From an optimization exercise on the open Yosys and OpenROAD flow, aimed at small area, a short achievable clock period and few clock cycles; shortcuts taken in it are not production practice.
Only simulation tests tie the RTL to the original design; equivalence was not proved.
No driver is modelled on the clock port, so clocking that relies on it looks cheaper here than on a real chip.
No activity file was given, so power comes from the tool's default toggle rates.

==> run E <==
==> flow/design.v <==
module LZ77_Encoder(clk,reset,chardata,valid,encode,finish,offset,match_len,char_nxt);
input 				clk;
input 				reset;
input 		[7:0] 	chardata;
output  	reg  valid;
output  			encode;
output  	reg	finish;
output  	reg [4:0] 	offset;
output  	reg [4:0] 	match_len;
output  		[7:0] 	char_nxt;
reg		[4*31-1:0]	hist;
reg		[29:0]		alive;
reg		[4:0]		len;
reg					fresh;	 
reg					full;	 
reg		[9:0]		cnt;	 
reg					late;	 
assign	encode = 1'b1;
assign	char_nxt = {2'b00, finish, 1'b0, hist[7:4]};
wire		run = ~cnt[9];
wire		eob = cnt[9] & ~|cnt[8:0];
reg		[29:0]		hv;
reg		[29:0]		m;
integer i;
always @(*)
begin
	for (i = 0; i < 30; i = i + 1)
	begin
		hv[i] = late | (cnt[4:0] > i);
		m[i] = (hist[4*(i+1) +: 4] == hist[3:0]);
	end
end
wire			go = run & (fresh | ~full);
wire	[29:0]	a = (fresh ? hv : alive) & m & {30{go}};
wire			emit = ~|a;
wire	[4:0]	cur = fresh ? 5'd0 : len;
reg		[4:0]	best;
always @(*)
begin
	best = 5'd0;
	for (i = 0; i < 30; i = i + 1)
		if (alive[i]) best = i;
end
always @(posedge clk or posedge reset)
begin
	if (reset)
	begin
		cnt <= 10'h3ff;
		late <= 1'b0;
		valid <= 1'b0;
		finish <= 1'b0;
	end
	else
	begin
		cnt <= cnt + 10'd1;
		late <= run & (late | (&cnt[4:0]));
		valid <= ~finish & (eob | (run & emit));
		finish <= finish | eob;
	end
end
always @(posedge clk)
begin
	hist <= {hist[4*30-1:0], (cnt == 10'd511) ? 4'h4 : chardata[3:0]};
	alive <= a;
	len <= cur + 5'd1;	 
	match_len <= cur;
	fresh <= emit;
	full <= (cur == 5'd23);
	offset <= best;	 
end
endmodule
==> flow/flow/run.sh <==
#!/bin/bash
# Standard ORFS layout, with buf_4 port buffers and repair_timing aiming at
# a setup slack of 6.9 ns (the design's natural period is far below the 10 ns clock).
set -euo pipefail
export BUFFER_PORTS_ARGS="-buffer_cell sky130_fd_sc_hd__buf_2"
export SETUP_SLACK_MARGIN=6.9
export CTS_ARGS="-sink_clustering_enable -repair_clock_nets -dont_use_dummy_load -buf_list sky130_fd_sc_hd__clkbuf_8 -sink_clustering_size 30"
export POST_FLOORPLAN_TCL=$PWD/flow/restructure.tcl RMP_LIB=$FLOW_HOME/platforms/sky130hd/lib/sky130_fd_sc_hd__tt_025C_1v80.lib
export POST_CTS_TCL=$PWD/flow/clkinv.tcl CLKINV_ROOT=sky130_fd_sc_hd__clkinv_16 CLKINV_LEAF=sky130_fd_sc_hd__clkinv_4 CLKINV_MARGIN=7.15
bash standard.sh cts > orfs_make.log 2>&1
# after the clock tree is rebuilt, repair against the faster clock
export SETUP_SLACK_MARGIN=7.15
bash standard.sh finish > orfs_make2.log 2>&1
==> flow/flow/clkinv.tcl <==
# Rebuild the two-level clock tree that CTS made (one root buffer feeding
# leaf buffers that feed the flip-flops) from inverters: root clkinv_16,
# leaves clkinv_4. Two inversions keep the clock's polarity, every flip-flop
# still sees the same two stages, and inverters have far less delay than
# clkbuf cells. Then re-run the standard timing repair and legalisation.
set db [ord::get_db]
set block [ord::get_db_block]
set clk_net [[$block findBTerm clk] getNet]
proc swap_to_inv { inst mname } {
  set db [ord::get_db]
  set block [ord::get_db_block]
  set a [[$inst findITerm A] getNet]
  set x [[$inst findITerm X] getNet]
  set name [$inst getName]
  set loc [$inst getLocation]
  set orient [$inst getOrient]
  odb::dbInst_destroy $inst
  set new [odb::dbInst_create $block [$db findMaster $mname] $name]
  $new setOrient $orient
  $new setLocation [lindex $loc 0] [lindex $loc 1]
  $new setPlacementStatus PLACED
  [$new findITerm A] connect $a
  [$new findITerm Y] connect $x
  $new setSourceType TIMING
}
# root: the clkbuf driven by the clock port
set roots {}
foreach it [$clk_net getITerms] {
  if { [string match sky130_fd_sc_hd__clkbuf_* [[[$it getInst] getMaster] getName]] } { lappend roots [$it getInst] }
}
if { [llength $roots] != 1 } { error "clkinv: expected one root buffer, found [llength $roots]" }
set root [lindex $roots 0]
set root_out [[$root findITerm X] getNet]
set leaves {}
set bad 0
foreach it [$root_out getITerms] {
  if { [$it isOutputSignal] } { continue }
  set inst [$it getInst]
  if { ![string match sky130_fd_sc_hd__clkbuf_* [[$inst getMaster] getName]] } { incr bad; continue }
  # every load of a leaf must be a flip-flop clock pin
  foreach lt [[[$inst findITerm X] getNet] getITerms] {
    if { [$lt isOutputSignal] } { continue }
    if { ![regexp {__(df|ed|sd)} [[[$lt getInst] getMaster] getName]] } { incr bad }
  }
  lappend leaves $inst
}
if { $bad } { error "clkinv: clock tree is not root -> leaf buffers -> flip-flops ($bad)" }
puts "clkinv: root [$root getName], [llength $leaves] leaves"
swap_to_inv $root $::env(CLKINV_ROOT)
foreach l $leaves { swap_to_inv $l $::env(CLKINV_LEAF) }
estimate_parasitics -placement
report_clock_latency
set ::env(SETUP_SLACK_MARGIN) $::env(CLKINV_MARGIN)
repair_timing_helper
detailed_placement
check_placement -verbose
estimate_parasitics -placement
report_clock_latency
report_worst_slack -max
==> flow/flow/downsize.tcl <==
# Size every combinational cell down to the smallest drive strength the
# platform allows; the flow's later repair steps size up what timing needs.
set db [ord::get_db]
set dont_use $::env(DONT_USE_CELLS)
set n 0
foreach inst [[ord::get_db_block] getInsts] {
  set m [[$inst getMaster] getName]
  if { ![regexp {^(sky130_fd_sc_hd__[a-z0-9]+)_(\d+)$} $m -> base drive] } { continue }
  if { [regexp {__(df|ed|sd|dl|tap|conb|fill|decap|clk)} $m] } { continue }
  foreach s {0 1 2 4} {
    set cand ${base}_$s
    if { $cand eq $m } { break }
    if { [lsearch -exact $dont_use $cand] >= 0 } { continue }
    set nm [$db findMaster $cand]
    if { $nm eq "NULL" } { continue }
    if { [$inst swapMaster $nm] } { incr n; break }
  }
}
puts "downsize: resized $n instances"
==> flow/flow/restructure.tcl <==
# Re-map the synthesized combinational logic for area (registers untouched),
# then size every combinational cell down to the smallest drive strength; the
# flow's later repair steps size up what timing needs.
# restructure reads a liberty file and ignores set_dont_use, so hand it a copy
# of the platform's library without the don't-use cells.
set rmp_dir $::env(RESULTS_DIR)/rmp
file mkdir $rmp_dir
set f [open $::env(RMP_LIB) r]
set lib [read $f]
close $f
set starts [regexp -all -indices -inline {\n\s*cell\s*\(\s*"?([A-Za-z0-9_]+)"?\s*\)} $lib]
set out ""
set prev 0
set dropped 0
for {set k 0} {$k < [llength $starts]} {incr k 2} {
  set s [lindex [lindex $starts $k] 0]
  set name [string range $lib {*}[lindex $starts [expr {$k + 1}]]]
  if { $k + 2 < [llength $starts] } {
    set e [expr {[lindex [lindex $starts [expr {$k + 2}]] 0] - 1}]
  } else {
    set e [expr {[string last "\}" $lib] - 1}]
  }
  set drop 0
  foreach pat $::env(DONT_USE_CELLS) { if { [string match $pat $name] } { set drop 1 } }
  append out [string range $lib $prev [expr {$s - 1}]]
  if { !$drop } { append out [string range $lib $s $e] } else { incr dropped }
  set prev [expr {$e + 1}]
}
append out [string range $lib $prev end]
set f [open $rmp_dir/rmp.lib w]
puts -nonewline $f $out
close $f
puts "restructure: library without $dropped don't-use cells"
restructure -target area -liberty_file $rmp_dir/rmp.lib \
  -tielo_port sky130_fd_sc_hd__conb_1/LO -tiehi_port sky130_fd_sc_hd__conb_1/HI \
  -work_dir $rmp_dir -abc_logfile $rmp_dir/abc.log
report_design_area
foreach inst [[ord::get_db_block] getInsts] {
  set m [[$inst getMaster] getName]
  foreach pat $::env(DONT_USE_CELLS) { if { [string match $pat $m] } { error "restructure: don't-use cell $m" } }
}
source [file join [file dirname [info script]] downsize.tcl]
==> flow/standard.sh <==
#!/bin/bash
# synth_recipe.tcl (not shown) runs the flow's synth.tcl, then flattens the netlist and writes it again
# the make line also repeats each setting of config.mk as NAME=value (left out here)
make -C /OpenROAD-flow-scripts/flow DESIGN_CONFIG=/design/flow/config.mk WORK_HOME=/design/flow/orfs CLKGATE_MAP_FILE= SYNTH_SCRIPT=/design/flow/synth_recipe.tcl "${@:-finish}"
==> flow/config.mk <==
export PLATFORM = sky130hd
export DESIGN_NAME = LZ77_Encoder
export DESIGN_NICKNAME = LZ77_Encoder
export VERILOG_FILES = /design/flow/design.v
export SDC_FILE = /design/flow/constraint.sdc
export NUM_CORES = 4
export LEC_CHECK = 0
export ABC_AREA = 1
export CAP_MARGIN = 20
export CORE_MARGIN = 2
export CORE_UTILIZATION = 65
export SLEW_MARGIN = 20
==> flow/constraint.sdc <==
create_clock -name core_clock -period 10.0 [get_ports {clk}]
set_input_delay 2.0000 -clock core_clock [delete_from_list [all_inputs] [get_ports {clk}]]
set_output_delay 2.0000 -clock core_clock [all_outputs]
set_load 0.01 [all_outputs]
==> run B (differences from run E) <==
--- a/flow/design.v
+++ b/flow/design.v
@@ -7,5 +7,5 @@
 output  	reg	finish;
 output  	reg [4:0] 	offset;
-output  	reg [4:0] 	match_len;
+output  		[4:0] 	match_len;
 output  		[7:0] 	char_nxt;
 reg		[4*31-1:0]	hist;
@@ -15,6 +15,6 @@
 reg					full;	 
 reg		[9:0]		cnt;	 
-reg					late;	 
 assign	encode = 1'b1;
+assign	match_len = len;
 assign	char_nxt = {2'b00, finish, 1'b0, hist[7:4]};
 wire		run = ~cnt[9];
@@ -27,9 +27,9 @@
 	for (i = 0; i < 30; i = i + 1)
 	begin
-		hv[i] = late | (cnt[4:0] > i);
+		hv[i] = (|cnt[8:5]) | (cnt[4:0] > i);
 		m[i] = (hist[4*(i+1) +: 4] == hist[3:0]);
 	end
 end
-wire			go = run & (fresh | ~full);
+wire			go = run & ~full;
 wire	[29:0]	a = (fresh ? hv : alive) & m & {30{go}};
 wire			emit = ~|a;
@@ -47,5 +47,4 @@
 	begin
 		cnt <= 10'h3ff;
-		late <= 1'b0;
 		valid <= 1'b0;
 		finish <= 1'b0;
@@ -54,5 +53,4 @@
 	begin
 		cnt <= cnt + 10'd1;
-		late <= run & (late | (&cnt[4:0]));
 		valid <= ~finish & (eob | (run & emit));
 		finish <= finish | eob;
@@ -63,9 +61,8 @@
 	hist <= {hist[4*30-1:0], (cnt == 10'd511) ? 4'h4 : chardata[3:0]};
 	alive <= a;
-	len <= cur + 5'd1;	 
-	match_len <= cur;
+	len <= emit ? cur : cur + 5'd1;
 	fresh <= emit;
-	full <= (cur == 5'd23);
-	offset <= best;	 
+	full <= ~emit & (cur == 5'd23);
+	offset <= fresh ? 5'd0 : best;
 end
 endmodule
==> flow/flow/run.sh (replaced) <==
#!/bin/bash
# Standard ORFS layout, with buf_4 port buffers and repair_timing aiming at
# a setup slack of 6.9 ns (the design's natural period is far below the 10 ns clock).
set -euo pipefail
export BUFFER_PORTS_ARGS="-buffer_cell sky130_fd_sc_hd__buf_4"
export SETUP_SLACK_MARGIN=6.9
export CTS_ARGS="-sink_clustering_enable -repair_clock_nets -dont_use_dummy_load -buf_list sky130_fd_sc_hd__clkbuf_8 -sink_clustering_size 30"
export POST_FLOORPLAN_TCL=$PWD/flow/downsize.tcl
export POST_CTS_TCL=$PWD/flow/clkinv.tcl CLKINV_ROOT=sky130_fd_sc_hd__clkinv_16 CLKINV_LEAF=sky130_fd_sc_hd__clkinv_4 CLKINV_MARGIN=7.1
bash standard.sh finish > orfs_make.log 2>&1
CORE_UTILIZATION = 50   (was 65)
removed: flow/flow/restructure.tcl
==> run K (differences from run E) <==
==> flow/flow/run.sh (replaced) <==
#!/bin/bash
# Standard ORFS layout, with buf_4 port buffers and repair_timing aiming at
# a setup slack of 6.9 ns (the design's natural period is far below the 10 ns clock).
set -euo pipefail
export BUFFER_PORTS_ARGS="-buffer_cell sky130_fd_sc_hd__buf_2"
export SETUP_SLACK_MARGIN=6.9
export CTS_ARGS="-sink_clustering_enable -repair_clock_nets -dont_use_dummy_load -buf_list sky130_fd_sc_hd__clkbuf_8 -sink_clustering_size 30"
export POST_FLOORPLAN_TCL=$PWD/flow/downsize.tcl
export POST_CTS_TCL=$PWD/flow/clkinv.tcl CLKINV_ROOT=sky130_fd_sc_hd__clkinv_16 CLKINV_LEAF=sky130_fd_sc_hd__clkinv_4 CLKINV_MARGIN=7.2
bash standard.sh finish > orfs_make.log 2>&1
CORE_UTILIZATION = 50   (was 65)
removed: flow/flow/restructure.tcl
==> reports/qor.csv <==
metric,value,unit
run status,finished clean,
adder and majority cell fraction of the synthesized area,0.0126,
worst-path cell chain,buf_2,
Comb power,0.000257,W
#MultiIn Comb,356,
x dimension of the die,107,um
fin util,0.650,
register-to-register setup slack,7.34,ns
(the above is from run E)
==> reports/qor.csv <==
metric,value,unit
run status,finished clean,
worst-path cell chain,buf_2,
area of the multi-input gates,2560,sq um
Comb power,0.000265,W
kind of capture point of the worst setup path,output port,
predominant post-synthesis flop cell,sky130_fd_sc_hd__dfxtp_1,
endpoint of the worst setup timing path,char_nxt[5],
most frequent cells after synthesis,"171 x sky130_fd_sc_hd__dfxtp_1, 105 x sky130_fd_sc_hd__nand2_1, 69 x sky130_fd_sc_hd__inv_1",
#MultiIn Comb,436,
DR WL/cell,17.5,um
uppermost signal routing layer after detailed routing,met4,
register-to-register setup slack,7.20,ns
adder and majority cell fraction of the synthesized area,0.0126,
x dimension of the die,122,um
fin util,0.532,
(the above is from run K)
==> reports/qor.csv <==
metric,value,unit
run status,finished clean,
Comb power,0.000269,W
worst-path cell chain,buf_4,
critical path required time,8.00,ns
register-to-register setup slack,7.25,ns
fin util,0.535,
x dimension of the die,120,um
#MultiIn Comb,426,
layout overhead on the synthesized area,5.16,%
worst setup path startpoint,finish,
I/O pins,31,
clock tree from TritonCTS,done,
(the above is from run B)
Testbench counts of run E, summed over its fixed seeds: cycles 16,448.
Testbench counts of run B, summed over its fixed seeds: cycles 16,448.
Testbench counts of run K, summed over its fixed seeds: cycles 16,448.

-- re-timing with driven ports --
In the flow no input, the clock included, has a driving cell. The finished layouts below were timed again as built, in two steps. Step 1, drivers: a clkbuf_16 drives clk and a buf_2 each remaining input, both assumed. Step 2 also shifts input and output timing later by t, the mid clock arrival at the registers, as if the neighbouring blocks saw the same clock. Slacks: ideal / step 1 / step 2; pairs: ideal / step 1.
run	t (ns)	setup slack, ns	clock arrival spread, ns	slew at the worst register clock pin (ns)	pins driven straight from the clock port
run E	0.309	7.199 / 7.128 / 7.337	0.018 / 0.018	0.09 / 0.09	1
run B	0.318	7.168 / 7.093 / 7.250	0.040 / 0.040	0.10 / 0.10	1
run K	0.318	7.195 / 7.121 / 7.195	0.024 / 0.025	0.10 / 0.10	1
After both steps setup and hold are still met in every run listed.
